From an optimization exercise on the open Yosys and OpenROAD flow, aimed at small area; shortcuts taken in it are not production practice. The RTL was checked by simulation tests, not by an equivalence proof against the original design. Power and IR drop assume default switching activity.

run A:
// vga_shape_detector
module vga_shape_detector (
	input         clk,
	input         reset,
	input  [7:0]  mem_rdata,
	output [14:0] mem_raddr,
	output [7:0]  vga_color,
	output        vga_hsync_n,
	output        vga_vsync_n,
	output [2:0]  result
);
For scale: ~680 cells after synthesis, ~100 flip-flops, about 6000 um2 of cells after synthesis.
Settings: LEC_CHECK=0, CAP_MARGIN=20, CORE_MARGIN=2, CORE_UTILIZATION=40, PLACE_DENSITY=0.6, SLEW_MARGIN=20; clock period 40.0 ns.
run.sh (not shown) runs the stock make flow with config.mk's settings and CLKGATE_MAP_FILE= SYNTH_SCRIPT=/design/flow/synth_recipe.tcl, a recipe that flattens the netlist after the stock synthesis.
[inputs] run B vs run A
Settings: swapping 0.6 for 0.8 in PLACE_DENSITY; swapping 40 for 70 in CORE_UTILIZATION.
==> flow/flow/run.sh (new file) <==
#!/bin/bash
# Layout flow: the standard ORFS flow (standard.sh) with three changes:
#  - synthesis: ORFS's own synth.tcl, but without the Kogge-Stone carry
#    lookahead map and the full/half-adder extraction, and with an area-
#    oriented ABC script (flow/area.script). Registers are mapped exactly as
#    in the standard synthesis (same passes up to and including dfflibmap).
#  - port buffers: buf_1 on every input and output port.
#  - clock tree: no dummy loads.
# Each tool's output goes to a log file in the work folder.
set -euo pipefail
W=$(pwd)
F=$W/flow

# synthesis script: the standard flow's wrapper around ORFS's synth.tcl, pointed at a
# modified copy of synth.tcl
python3 - "$FLOW_HOME/scripts/synth.tcl" "$W/synth_recipe.tcl" "$F" "$W" <<'PY'
import sys
synth, bench, fdir, work = sys.argv[1:]
s = open(synth).read()
def sub(old, new):
    global s
    if old not in s:
        sys.exit("synth.tcl: pattern not found: " + old)
    s = s.replace(old, new, 1)
sub('source $::env(SCRIPTS_DIR)/synth_preamble.tcl\n',
    'source $::env(SCRIPTS_DIR)/synth_preamble.tcl\n'
    'set abc_args [list -script %s/area.script {*}$lib_args {*}$lib_dont_use_args'
    ' -constr $::env(OBJECTS_DIR)/abc.constr]\n' % fdir)
sub('"-extra-map $::env(FLOW_HOME)/platforms/common/lcu_kogge_stone.v"', '')
sub('[dont_use_adder_kinds] ne "none"', '[dont_use_adder_kinds] ne "none" && 0')
open(work + '/my_synth_core.tcl', 'w').write(s)
b = open(bench).read()
old = 'source $::env(SCRIPTS_DIR)/synth.tcl'
if old not in b:
    sys.exit("synth_recipe.tcl: pattern not found")
open(work + '/my_synth.tcl', 'w').write(b.replace(old, 'source ' + work + '/my_synth_core.tcl'))
PY

# The standard flow's layout command with the synthesis script swapped and the extra
# port-buffer and CTS arguments
CTS_ARGS="-sink_clustering_enable -repair_clock_nets -dont_use_dummy_load"
sed -e "s#SYNTH_SCRIPT=[^ ]*#SYNTH_SCRIPT=$W/my_synth.tcl 'BUFFER_PORTS_ARGS=-buffer_cell sky130_fd_sc_hd__buf_1' 'CTS_ARGS=$CTS_ARGS'#" \
    standard.sh > my_standard.sh
grep -q "my_synth.tcl" my_standard.sh

bash my_standard.sh synth > $W/synth.log 2>&1
bash my_standard.sh > $W/layout.log 2>&1
test -f $W/out/final.def
==> flow/flow/area.script (new file) <==
strash
balance
rewrite
refactor
balance
rewrite
rewrite -z
balance
refactor -z
rewrite -z
balance
balance
rewrite
refactor
balance
rewrite
rewrite -z
balance
refactor -z
rewrite -z
balance
dch -f
map -a
topo
==> flow/standard.sh (new file) <==
#!/bin/bash
# synth_recipe.tcl (not shown) runs the flow's synth.tcl, then flattens the netlist and writes it again
# the make line also repeats each setting of config.mk as NAME=value (left out here)
make -C /OpenROAD-flow-scripts/flow DESIGN_CONFIG=/design/flow/config.mk WORK_HOME=/design/flow/orfs CLKGATE_MAP_FILE= SYNTH_SCRIPT=/design/flow/synth_recipe.tcl "${@:-finish}"
removed: flow/run.sh
## What came out
- Between run A and run B, the flow reports die area decreasing by more than half.
- Summary of run B over run A: number of design-rule violations left by the first detailed-router iteration grew by 28%, part of the total power dissipated in the clock network lower, chip height -about 30%.
- On synthesized netlist cell count, run A and run B are neck and neck.
- As of run B, met3 wire length had risen by more than 10% compared to run A.
- Source-to-sink clock delay at the later pin of the worst-skew pair came out higher on run B than on run A.
- On run B: data-path buffer share of cell area in the final layout is 2.4 points lower than what run A gave.
- Looking at wire length of the first global-routing pass, run B sits about 16% lower than run A does.
Here is what was changed in the inputs of run C compared with run B.
Settings: a change of PLACE_DENSITY from 0.8 to 0.92; a change of CORE_UTILIZATION from 70 to 85.
diff --git a/flow/flow/run.sh b/flow/flow/run.sh
--- a/flow/flow/run.sh
+++ b/flow/flow/run.sh
@@ -10,2 +10,4 @@
 set -euo pipefail
+# clock tree: buffer cells and sink clusters
+CTS_EXTRA=""
 W=$(pwd)
@@ -40,3 +42,3 @@
 # port-buffer and CTS arguments
-CTS_ARGS="-sink_clustering_enable -repair_clock_nets -dont_use_dummy_load"
+CTS_ARGS="-sink_clustering_enable -repair_clock_nets -dont_use_dummy_load ${CTS_EXTRA:-}"
 sed -e "s#SYNTH_SCRIPT=[^ ]*#SYNTH_SCRIPT=$W/my_synth.tcl 'BUFFER_PORTS_ARGS=-buffer_cell sky130_fd_sc_hd__buf_1' 'CTS_ARGS=$CTS_ARGS'#" \
--- outcome ---
- Run C -> run B: async set-or-reset flop fraction in the synthesized netlist delta 0, exact match
- Going from run B to run C, number of synthesized flops with an enable pin shows no meaningful change; synthesized cell count has remained practically unchanged; distinct cell type count after synthesis was more or less identical; simple-gate share of the synthesized area did not really move.
- Summed instance area of the synthesized netlist: run B vs run C identical
- Run C vs run B: number of core rows down by a little under 10%
- Run C never completed; the flow aborted with a tool error in global placement without I/O (3_1_place_gp_skip_io).
- On run C: initial cell density of the core is 16 points higher than what run B gave.
- Summary of run C over run B: die boundary height shrank by 7.9 um, sequential element share of the synthesized area has remained practically unchanged.
- Diff run C and run B: x dimension of the die lower in run C
Here is what was changed in the inputs of run D compared with run C.
Settings: swapping 85 for 70 in CORE_UTILIZATION; swapping 0.92 for 0.8 in PLACE_DENSITY.
==> flow/flow/area.script <==
strash
ifraig
scorr
dc2
strash
balance -l
resub -K 6 -l
rewrite -l
resub -K 6 -N 2 -l
refactor -l
resub -K 8 -l
balance -l
resub -K 8 -N 2 -l
rewrite -l
resub -K 10 -l
rewrite -z -l
resub -K 10 -N 2 -l
balance -l
resub -K 12 -l
refactor -z -l
resub -K 12 -N 2 -l
rewrite -z -l
balance -l
balance
rewrite
refactor
balance
rewrite
rewrite -z
balance
refactor -z
rewrite -z
balance
dch -f
amap
topo
## What came out
Run D completed end to end with timing, DRC and antenna clean.
[compare] base=run C new=run D: fraction of the mapped netlist area in simple logic gates moved down; effective utilization at floorplan moved down.
Run D has synthesized instance count below what run C had.
Comparing height of the die for run C and run D, the bigger number came from run D.
Looking at net count after synthesis, run D sits below run C.
On area after synthesis: between run C and run D, it ends up lower for run D.
Between run C and run D, sequential-to-total area share from yosys stat is lower for run C, run D comes in above that.
On count of unique library cells instantiated by Yosys: between run C and run D, it ends up lower for run C.

## afterwards: timing with drivers on the ports
In the flow no input, the clock included, has a driving cell. The finished layouts below were timed again as built, in two steps.
Step 1: set_driving_cell puts a clkbuf_16 on clk and a buf_2 on each other input, an assumption about the parent block.
Step 2 times the ports against the registers' clock, not the clock port: input delays grow and output delays shrink by t, the midpoint of the rising clock arrivals with the driver on.
Slacks: no drivers / after step 1 / after step 2; pairs: no drivers / after step 1.
| run | t, ns | setup slack, ns | worst setup path after step 2 | clock arrival spread, ns |
|---|---|---|---|---|
| run A | 0.393 | 22.725 / 22.692 / 22.692 | input to output | 0.009 / 0.009 |
| run B | 0.394 | 23.386 / 23.348 / 23.348 | input to output | 0.036 / 0.036 |
| run D | 0.381 | 23.354 / 23.319 / 23.319 | input to output | 0.029 / 0.030 |
After both steps setup and hold are still met in every run listed. For run B, which loses most, drivers alone change the setup slack by -0.038 ns; drivers and shift together by -0.038 ns.
